This design comes from an exercise in tuning for small area on the open sky130 flow, not from production work.
Where RTL was checked, it was by simulation tests only, not by an equivalence proof against the original.
Power figures rest on the tool's default switching activity, not on a simulated workload.

## breakout_top
module breakout_top(
    input  wire sys_clk,
    input  wire sys_rst_n,
    input  wire left,
    input  wire right,
    input  wire up,
    input  wire clear_key,
    output wire hsync,
    output wire vsync,
    output wire [15:0] rgb
);
Size in the first run: about 1500 cells after synthesis, roughly 11000 um^2 of cells after synthesis.
clock: 25.0 ns
lec_check: 0
cap_margin: 5
core_margin: 2
core_utilization: 60
slew_margin: 5
standard.sh (not shown) runs the stock make flow with config.mk's settings and CLKGATE_MAP_FILE= SYNTH_SCRIPT=/design/flow/synth_recipe.tcl, a recipe that flattens the netlist after the stock synthesis.
==> flow/flow/run.sh <==
#!/bin/bash
# Standard synthesis, then an area-oriented re-mapping of its combinational
# logic (flip-flops untouched), then the standard layout from floorplan on,
# with clock tree synthesis told not to add dummy loads and the ports
# buffered with the smallest buffer.
set -euo pipefail
W=$(pwd)
F=$W/flow
R=$W/orfs/results/$FLOW_PLATFORM/breakout_top/base
YOSYS=$(command -v yosys || echo "$FLOW_HOME/../tools/install/yosys/bin/yosys")

bash standard.sh synth > $W/log_synth.txt 2>&1

cp $R/1_2_yosys.v $W/std_1_2_yosys.v
RS_LIB=$FLOW_HOME/platforms/$FLOW_PLATFORM/lib/sky130_fd_sc_hd__tt_025C_1v80.lib \
RS_DONTUSE=$F/dont_use.txt RS_SCRIPT=$F/area.abc RS_TOP=$FLOW_TOP \
RS_IN=$W/std_1_2_yosys.v RS_OUT=$W/resynth.v \
  "$YOSYS" -c $F/resynth.tcl > $W/log_resynth.txt 2>&1

# hand the re-mapped netlist to the rest of the standard flow
cp $W/resynth.v $R/1_2_yosys.v
rm -f $R/1_synth.odb $R/1_synth.sdc
bash standard.sh "CTS_ARGS=$(cat $F/cts_args.txt)" "BUFFER_PORTS_ARGS=-buffer_cell sky130_fd_sc_hd__buf_1" finish > $W/log_layout.txt 2>&1
==> flow/flow/cts_args.txt <==
-sink_clustering_enable -repair_clock_nets -dont_use_dummy_load -root_buf sky130_fd_sc_hd__clkbuf_16 -buf_list {sky130_fd_sc_hd__clkbuf_8}
Other scripts of this flow, unchanged in this note and not shown: flow/flow/area.abc, flow/flow/dont_use.txt, flow/flow/resynth.tcl
Then changed:
==> flow/flow/cts_args.txt (replaced) <==
-sink_clustering_enable -repair_clock_nets -dont_use_dummy_load -root_buf sky130_fd_sc_hd__clkbuf_16 -buf_list {sky130_fd_sc_hd__clkbuf_4 sky130_fd_sc_hd__clkbuf_8}
=> The new run finished with timing, DRC and antenna clean; flip-flop and latch count stays the same; design area went down slightly; register-to-register slack loses 0.73 ns; final cell count is unchanged; sequential power barely changes; total power stays flat; global-route usage went up by 0.34 points; via count went up slightly; worst hold slack loses 0.0063 ns; setup slack gains 0.39 ns.
No run of this note included a check of the RTL's function; only the layout flow was run.

========
breakout_top, a different RTL version from the one above (not shown whole).
Size: about 1500 cells after synthesis, roughly 24 I/O pins, ~0.011 mm^2 of cells after synthesis.
export LEC_CHECK = 0
export CAP_MARGIN = 5
export CORE_MARGIN = 2
export CORE_UTILIZATION = 60
export SLEW_MARGIN = 5
create_clock -name core_clock -period 25.0 [get_ports {sys_clk}]
==> flow/flow/run.sh <==
#!/bin/bash
# Standard synthesis, then an area-oriented re-mapping of its combinational
# logic (flip-flops untouched): ABC's &deepsyn with several random seeds,
# the smallest result kept.  Then the standard layout from floorplan on,
# with clock tree synthesis told not to add dummy loads and the ports
# buffered with the smallest buffer.
set -euo pipefail
W=$(pwd)
F=$W/flow
R=$W/orfs/results/$FLOW_PLATFORM/breakout_top/base
YOSYS=$(command -v yosys || echo "$FLOW_HOME/../tools/install/yosys/bin/yosys")
LIB=$FLOW_HOME/platforms/$FLOW_PLATFORM/lib/sky130_fd_sc_hd__tt_025C_1v80.lib

bash standard.sh synth > $W/log_synth.txt 2>&1
cp $R/1_2_yosys.v $W/std_1_2_yosys.v

# one re-mapping run: resynth TAG SEED POST (POST: extra ABC commands)
resynth() {
  sed -e "s/@SEED@/$2/" -e "s/@POST@/$3/" $F/area.abc > $W/area_$1.abc
  RS_LIB=$LIB RS_DONTUSE=$F/dont_use.txt RS_SCRIPT=$W/area_$1.abc RS_TOP=$FLOW_TOP \
  RS_IN=$W/std_1_2_yosys.v RS_OUT=$W/resynth_$1.v \
    "$YOSYS" -c $F/resynth.tcl > $W/log_resynth_$1.txt 2>&1 || true
}
# ABC's mfs3 sometimes stops on an internal assertion; runs without it
# are the fallback
for s in 1 2 3 4; do resynth m$s $s "topo; mfs3 -ae" & done
wait || true
for s in 5 6 7; do resynth m$s $s "topo; mfs3 -ae" & done
resynth p1 1 "" &
wait || true

best=""
best_area=""
for t in m1 m2 m3 m4 m5 m6 m7 p1; do
  [[ -s $W/resynth_$t.v && -s $W/resynth_$t.v.stat ]] || continue
  a=$(grep "Chip area" $W/resynth_$t.v.stat | awk '{print $NF}')
  [[ -n "$a" ]] || continue
  echo "$t $a" >> $W/log_pick.txt
  if [[ -z "$best" ]] || awk -v a="$a" -v b="$best_area" 'BEGIN{exit !(a < b)}'; then
    best=$t; best_area=$a
  fi
done
echo "best $best area $best_area" >> $W/log_pick.txt

# hand the re-mapped netlist to the rest of the standard flow
if [[ -n "$best" ]]; then
  cp $W/resynth_$best.v $R/1_2_yosys.v
  rm -f $R/1_synth.odb $R/1_synth.sdc
fi
bash standard.sh "CTS_ARGS=$(cat $F/cts_args.txt)" "BUFFER_PORTS_ARGS=-buffer_cell sky130_fd_sc_hd__buf_1" finish > $W/log_layout.txt 2>&1
==> flow/flow/area.abc <==
strash
ifraig
scorr
dc2
&get -n
&deepsyn -T 120 -S @SEED@
&put
strash
&get -n
&st
&dch -f
&nf -R 2000 -E 1000
&put
@POST@
topo
==> flow/flow/resynth.tcl <==
# Re-map the combinational logic of the standard synthesis netlist for area.
# The flip-flops are kept as they are (same instances, names and cell types).
yosys -import
set lib $::env(RS_LIB)
set du {}
foreach c [split [string trim [read [open $::env(RS_DONTUSE)]]]] {
  if {$c ne ""} { lappend du -dont_use $c }
}
read_liberty -ignore_miss_func -ignore_miss_dir -ignore_miss_data_latch $lib
foreach m {dfrtp dfxtp dfstp dfrbp dfsbp dfbbp dfbbn dfrtn dfxbp edfxtp edfxbp sdfxtp dlxtp dlrtp} {
  catch { blackbox sky130_fd_sc_hd__${m}_* }
}
read_verilog $::env(RS_IN)
hierarchy -top $::env(RS_TOP)
flatten
opt_clean -purge
opt -fast
abc -liberty $lib {*}$du -script $::env(RS_SCRIPT)
opt_clean -purge
hilomap -singleton -hicell sky130_fd_sc_hd__conb_1 HI -locell sky130_fd_sc_hd__conb_1 LO
insbuf -buf sky130_fd_sc_hd__buf_1 A X
splitnets
opt_clean -purge
tee -o $::env(RS_OUT).stat stat -liberty $lib
write_verilog -noattr -nohex -nodec $::env(RS_OUT)
Other scripts of this flow, unchanged in this note and not shown: flow/flow/cts_args.txt, flow/flow/dont_use.txt
The baseline completed with no timing, DRC or antenna violations.
Change:
==> flow/flow/run.sh (replaced) <==
#!/bin/bash
# Standard synthesis, then an area-oriented re-mapping of its combinational
# logic (flip-flops untouched; four random seeds of ABC's &deepsyn, the
# smallest result kept), then the standard layout from floorplan on, with
# clock tree synthesis told not to add dummy loads and the ports buffered
# with the smallest buffer.
set -euo pipefail
W=$(pwd)
F=$W/flow
R=$W/orfs/results/$FLOW_PLATFORM/breakout_top/base
YOSYS=$(command -v yosys || echo "$FLOW_HOME/../tools/install/yosys/bin/yosys")
LIB=$FLOW_HOME/platforms/$FLOW_PLATFORM/lib/sky130_fd_sc_hd__tt_025C_1v80.lib

bash standard.sh synth > $W/log_synth.txt 2>&1

cp $R/1_2_yosys.v $W/std_1_2_yosys.v
for s in 1 2 3 4; do
  sed "s/@SEED@/$s/" $F/area.abc > $W/area_$s.abc
  RS_LIB=$LIB RS_DONTUSE=$F/dont_use.txt RS_SCRIPT=$W/area_$s.abc RS_TOP=$FLOW_TOP \
  RS_IN=$W/std_1_2_yosys.v RS_OUT=$W/resynth_$s.v \
    "$YOSYS" -c $F/resynth.tcl > $W/log_resynth_$s.txt 2>&1 &
done
wait || true

best=""
best_area=""
for s in 1 2 3 4; do
  [[ -s $W/resynth_$s.v && -s $W/resynth_$s.v.stat ]] || continue
  a=$(grep "Chip area" $W/resynth_$s.v.stat | awk '{print $NF}')
  [[ -n "$a" ]] || continue
  if [[ -z "$best" ]] || awk -v a="$a" -v b="$best_area" 'BEGIN{exit !(a < b)}'; then
    best=$s; best_area=$a
  fi
done
echo "resynth seeds: best $best area $best_area" > $W/log_pick.txt

# hand the re-mapped netlist to the rest of the standard flow
if [[ -n "$best" ]]; then
  cp $W/resynth_$best.v $R/1_2_yosys.v
  rm -f $R/1_synth.odb $R/1_synth.sdc
fi
bash standard.sh "CTS_ARGS=$(cat $F/cts_args.txt)" "BUFFER_PORTS_ARGS=-buffer_cell sky130_fd_sc_hd__buf_1" finish > $W/log_layout.txt 2>&1
--- a/flow/flow/area.abc
+++ b/flow/flow/area.abc
@@ -14 +14,2 @@
-@POST@
+mfs3 -ae
+mfs3 -ae
Settings changed: CORE_UTILIZATION 60 to 70.
Result:
- wire length rose by 2.7%
- area after synthesis grows by 0.51%
- setup slack improves by 0.24 ns
- sequential share of layout area hardly moves
- clock power is about the same
- design area stays flat
- core utilization goes up by 11 points
Change:
==> flow/flow/run.sh (replaced) <==
#!/bin/bash
# Standard synthesis, then an area-oriented re-mapping of its combinational
# logic (flip-flops untouched): ABC's &deepsyn with several random seeds,
# the smallest result kept.  Then the standard layout from floorplan on,
# with clock tree synthesis told not to add dummy loads and the ports
# buffered with the smallest buffer.
set -euo pipefail
W=$(pwd)
F=$W/flow
R=$W/orfs/results/$FLOW_PLATFORM/breakout_top/base
YOSYS=$(command -v yosys || echo "$FLOW_HOME/../tools/install/yosys/bin/yosys")
LIB=$FLOW_HOME/platforms/$FLOW_PLATFORM/lib/sky130_fd_sc_hd__tt_025C_1v80.lib

bash standard.sh synth > $W/log_synth.txt 2>&1
cp $R/1_2_yosys.v $W/std_1_2_yosys.v

# one re-mapping run: resynth TAG SEED TIME POST (POST: extra ABC commands)
resynth() {
  sed -e "s/@SEED@/$2/" -e "s/@TIME@/$3/" -e "s/@POST@/$4/" $F/area.abc > $W/area_$1.abc
  RS_LIB=$LIB RS_DONTUSE=$F/dont_use.txt RS_SCRIPT=$W/area_$1.abc RS_TOP=$FLOW_TOP \
  RS_IN=$W/std_1_2_yosys.v RS_OUT=$W/resynth_$1.v \
    "$YOSYS" -c $F/resynth.tcl > $W/log_resynth_$1.txt 2>&1 || true
}
# ABC's mfs3 sometimes stops on an internal assertion; runs without it
# are the fallback
for s in 1 2 3 4; do resynth m$s $s 300 "topo; mfs3 -ae" & done
wait || true
for s in 5 6 7; do resynth m$s $s 300 "topo; mfs3 -ae" & done
resynth p1 1 120 "" &
wait || true

best=""
best_area=""
for t in m1 m2 m3 m4 m5 m6 m7 p1; do
  [[ -s $W/resynth_$t.v && -s $W/resynth_$t.v.stat ]] || continue
  a=$(grep "Chip area" $W/resynth_$t.v.stat | awk '{print $NF}')
  [[ -n "$a" ]] || continue
  echo "$t $a" >> $W/log_pick.txt
  if [[ -z "$best" ]] || awk -v a="$a" -v b="$best_area" 'BEGIN{exit !(a < b)}'; then
    best=$t; best_area=$a
  fi
done
echo "best $best area $best_area" >> $W/log_pick.txt

# hand the re-mapped netlist to the rest of the standard flow
if [[ -n "$best" ]]; then
  cp $W/resynth_$best.v $R/1_2_yosys.v
  rm -f $R/1_synth.odb $R/1_synth.sdc
fi
bash standard.sh "CTS_ARGS=$(cat $F/cts_args.txt)" "BUFFER_PORTS_ARGS=-buffer_cell sky130_fd_sc_hd__buf_1" finish > $W/log_layout.txt 2>&1
==> flow/flow/area.abc (replaced) <==
strash
ifraig
scorr
dc2
&get -n
&deepsyn -T @TIME@ -S @SEED@
&put
strash
&get -n
&st
&dch -f
&nf -R 2000 -E 1000
&put
@POST@
topo
Settings changed: CORE_UTILIZATION 70 to 65.
Result: Final cell count went up by 1.8%. Utilization goes down by 5.8 points. Setup slack loses 0.60 ns.

========
breakout_top again, from the RTL that the note above started with.
Settings: LEC_CHECK=0, CAP_MARGIN=0, CORE_MARGIN=2, CORE_UTILIZATION=65, GPL_TIMING_DRIVEN=0, SLEW_MARGIN=0; clock period 25.0 ns.
==> flow/flow/run.sh <==
#!/bin/bash
# Standard synthesis, then an area-oriented re-mapping of its combinational
# logic (flip-flops untouched): ABC's &deepsyn with several random seeds,
# the smallest result kept.  Then the standard layout from floorplan on,
# with clock tree synthesis told not to add dummy loads and the ports
# buffered with the smallest buffer.
set -euo pipefail
W=$(pwd)
F=$W/flow
R=$W/orfs/results/$FLOW_PLATFORM/breakout_top/base
YOSYS=$(command -v yosys || echo "$FLOW_HOME/../tools/install/yosys/bin/yosys")
LIB=$FLOW_HOME/platforms/$FLOW_PLATFORM/lib/sky130_fd_sc_hd__tt_025C_1v80.lib

bash standard.sh synth > $W/log_synth.txt 2>&1
cp $R/1_2_yosys.v $W/std_1_2_yosys.v

# one re-mapping run: resynth TAG SEED TIME POST (POST: extra ABC commands)
resynth() {
  sed -e "s/@SEED@/$2/" -e "s/@TIME@/$3/" -e "s/@POST@/$4/" $F/area.abc > $W/area_$1.abc
  RS_LIB=$LIB RS_DONTUSE=$F/dont_use.txt RS_SCRIPT=$W/area_$1.abc RS_TOP=$FLOW_TOP \
  RS_IN=$W/std_1_2_yosys.v RS_OUT=$W/resynth_$1.v \
    "$YOSYS" -c $F/resynth.tcl > $W/log_resynth_$1.txt 2>&1 || true
}
# ABC's mfs3 sometimes stops on an internal assertion; runs without it
# are the fallback
for s in 1 2 3 4; do resynth m$s $s 300 "topo; mfs3 -ae" & done
wait || true
for s in 5 6 7; do resynth m$s $s 300 "topo; mfs3 -ae" & done
resynth p1 1 120 "" &
wait || true

best=""
best_area=""
for t in m1 m2 m3 m4 m5 m6 m7 p1; do
  [[ -s $W/resynth_$t.v && -s $W/resynth_$t.v.stat ]] || continue
  a=$(grep "Chip area" $W/resynth_$t.v.stat | awk '{print $NF}')
  [[ -n "$a" ]] || continue
  echo "$t $a" >> $W/log_pick.txt
  if [[ -z "$best" ]] || awk -v a="$a" -v b="$best_area" 'BEGIN{exit !(a < b)}'; then
    best=$t; best_area=$a
  fi
done
echo "best $best area $best_area" >> $W/log_pick.txt

# hand the re-mapped netlist to the rest of the standard flow
if [[ -n "$best" ]]; then
  cp $W/resynth_$best.v $R/1_2_yosys.v
  rm -f $R/1_synth.odb $R/1_synth.sdc
fi
bash standard.sh "CTS_ARGS=$(cat $F/cts_args.txt)" "BUFFER_PORTS_ARGS=-buffer_cell sky130_fd_sc_hd__buf_1" finish > $W/log_layout.txt 2>&1
==> flow/flow/area.abc <==
strash
ifraig
scorr
dc2
&get -n
&deepsyn -T @TIME@ -S @SEED@
&put
strash
&get -n
&st
&dch -f
&nf -R 2000 -E 1000
&put
@POST@
topo
Scripts as last shown in full above: flow/flow/resynth.tcl
Other scripts of this flow, unchanged in this note and not shown: flow/flow/cts_args.txt, flow/flow/dont_use.txt
Change:
==> flow/flow/run.sh (replaced) <==
#!/bin/bash
# Standard synthesis, then an area-oriented re-mapping of its combinational
# logic (flip-flops untouched; four random seeds of ABC's &deepsyn, the
# smallest result kept), then the standard layout from floorplan on, with
# clock tree synthesis told not to add dummy loads and the ports buffered
# with the smallest buffer.
set -euo pipefail
W=$(pwd)
F=$W/flow
R=$W/orfs/results/$FLOW_PLATFORM/breakout_top/base
YOSYS=$(command -v yosys || echo "$FLOW_HOME/../tools/install/yosys/bin/yosys")
LIB=$FLOW_HOME/platforms/$FLOW_PLATFORM/lib/sky130_fd_sc_hd__tt_025C_1v80.lib

bash standard.sh synth > $W/log_synth.txt 2>&1

cp $R/1_2_yosys.v $W/std_1_2_yosys.v
for s in 1 2 3 4; do
  sed "s/@SEED@/$s/" $F/area.abc > $W/area_$s.abc
  RS_LIB=$LIB RS_DONTUSE=$F/dont_use.txt RS_SCRIPT=$W/area_$s.abc RS_TOP=$FLOW_TOP \
  RS_IN=$W/std_1_2_yosys.v RS_OUT=$W/resynth_$s.v \
    "$YOSYS" -c $F/resynth.tcl > $W/log_resynth_$s.txt 2>&1 &
done
wait || true

best=""
best_area=""
for s in 1 2 3 4; do
  [[ -s $W/resynth_$s.v && -s $W/resynth_$s.v.stat ]] || continue
  a=$(grep "Chip area" $W/resynth_$s.v.stat | awk '{print $NF}')
  [[ -n "$a" ]] || continue
  if [[ -z "$best" ]] || awk -v a="$a" -v b="$best_area" 'BEGIN{exit !(a < b)}'; then
    best=$s; best_area=$a
  fi
done
echo "resynth seeds: best $best area $best_area" > $W/log_pick.txt

# hand the re-mapped netlist to the rest of the standard flow
if [[ -n "$best" ]]; then
  cp $W/resynth_$best.v $R/1_2_yosys.v
  rm -f $R/1_synth.odb $R/1_synth.sdc
fi
bash standard.sh "CTS_ARGS=$(cat $F/cts_args.txt)" "BUFFER_PORTS_ARGS=-buffer_cell sky130_fd_sc_hd__buf_1" finish > $W/log_layout.txt 2>&1
==> flow/flow/area.abc (replaced) <==
strash
ifraig
scorr
dc2
&get -n
&deepsyn -T 120 -S @SEED@
&put
strash
&get -n
&st
&dch -f
&nf -R 2000 -E 1000
&put
mfs3 -ae
mfs3 -ae
topo
CAP_MARGIN = 5   (was 0)
CORE_UTILIZATION = 60   (was 65)
GPL_TIMING_DRIVEN = not set   (was 0)
SLEW_MARGIN = 5   (was 0)
Sequential cell count does not change.
Clock-buffer cell count does not change.
Routed wire length is lower slightly.
Fmax is higher by a little under a tenth.
Worst setup slack gains 790 ps.
Die area is higher by a little under a tenth.
Global-route usage is lower by 4.1 points.
Power is higher slightly.
Non-clock buffer count is lower by 9.
Cell area is lower slightly.
Core utilization is lower by 5.8 points.

-- afterwards: timing with drivers on the ports --
Ports are ideal in the flow. The routed layouts listed here were re-timed in OpenROAD.
Step 1 (the two cells are an assumption about what drives the block):
set clk [get_ports {sys_clk}]
set_driving_cell -lib_cell sky130_fd_sc_hd__clkbuf_16 $clk
set_driving_cell -lib_cell sky130_fd_sc_hd__buf_2 [delete_from_list [all_inputs] $clk]
Step 2 times the ports against the registers' clock, not the clock port: input delays grow and output delays shrink by t, the midpoint of the rising clock arrivals with the driver on.
Slacks: ideal / step 1 / step 2; pairs: ideal / step 1.
| run | shift t [ns] | setup WS [ns] | worst hold slack (ns) |
|---|---|---|---|
| the first run of note 1 | 0.440 | 16.069 / 16.021 / 16.460 | 0.467 / 0.467 / 0.467 |
| the second run of note 1 | 0.434 | 16.456 / 16.408 / 16.843 | 0.461 / 0.461 / 0.461 |
| the first run of note 2 | 0.433 | 16.256 / 16.205 / 16.639 | 0.440 / 0.440 / 0.440 |
| the second run of note 2 | 0.435 | 16.493 / 16.446 / 16.882 | 0.449 / 0.449 / 0.449 |
| the third run of note 2 | 0.427 | 15.897 / 15.848 / 16.275 | 0.458 / 0.458 / 0.458 |
| the first run of note 3 | 0.418 | 15.340 / 15.293 / 15.711 | 0.445 / 0.445 / 0.445 |
| the second run of note 3 | 0.427 | 16.129 / 16.081 / 16.508 | 0.463 / 0.463 / 0.463 |
After both steps setup and hold are still met in every run listed.
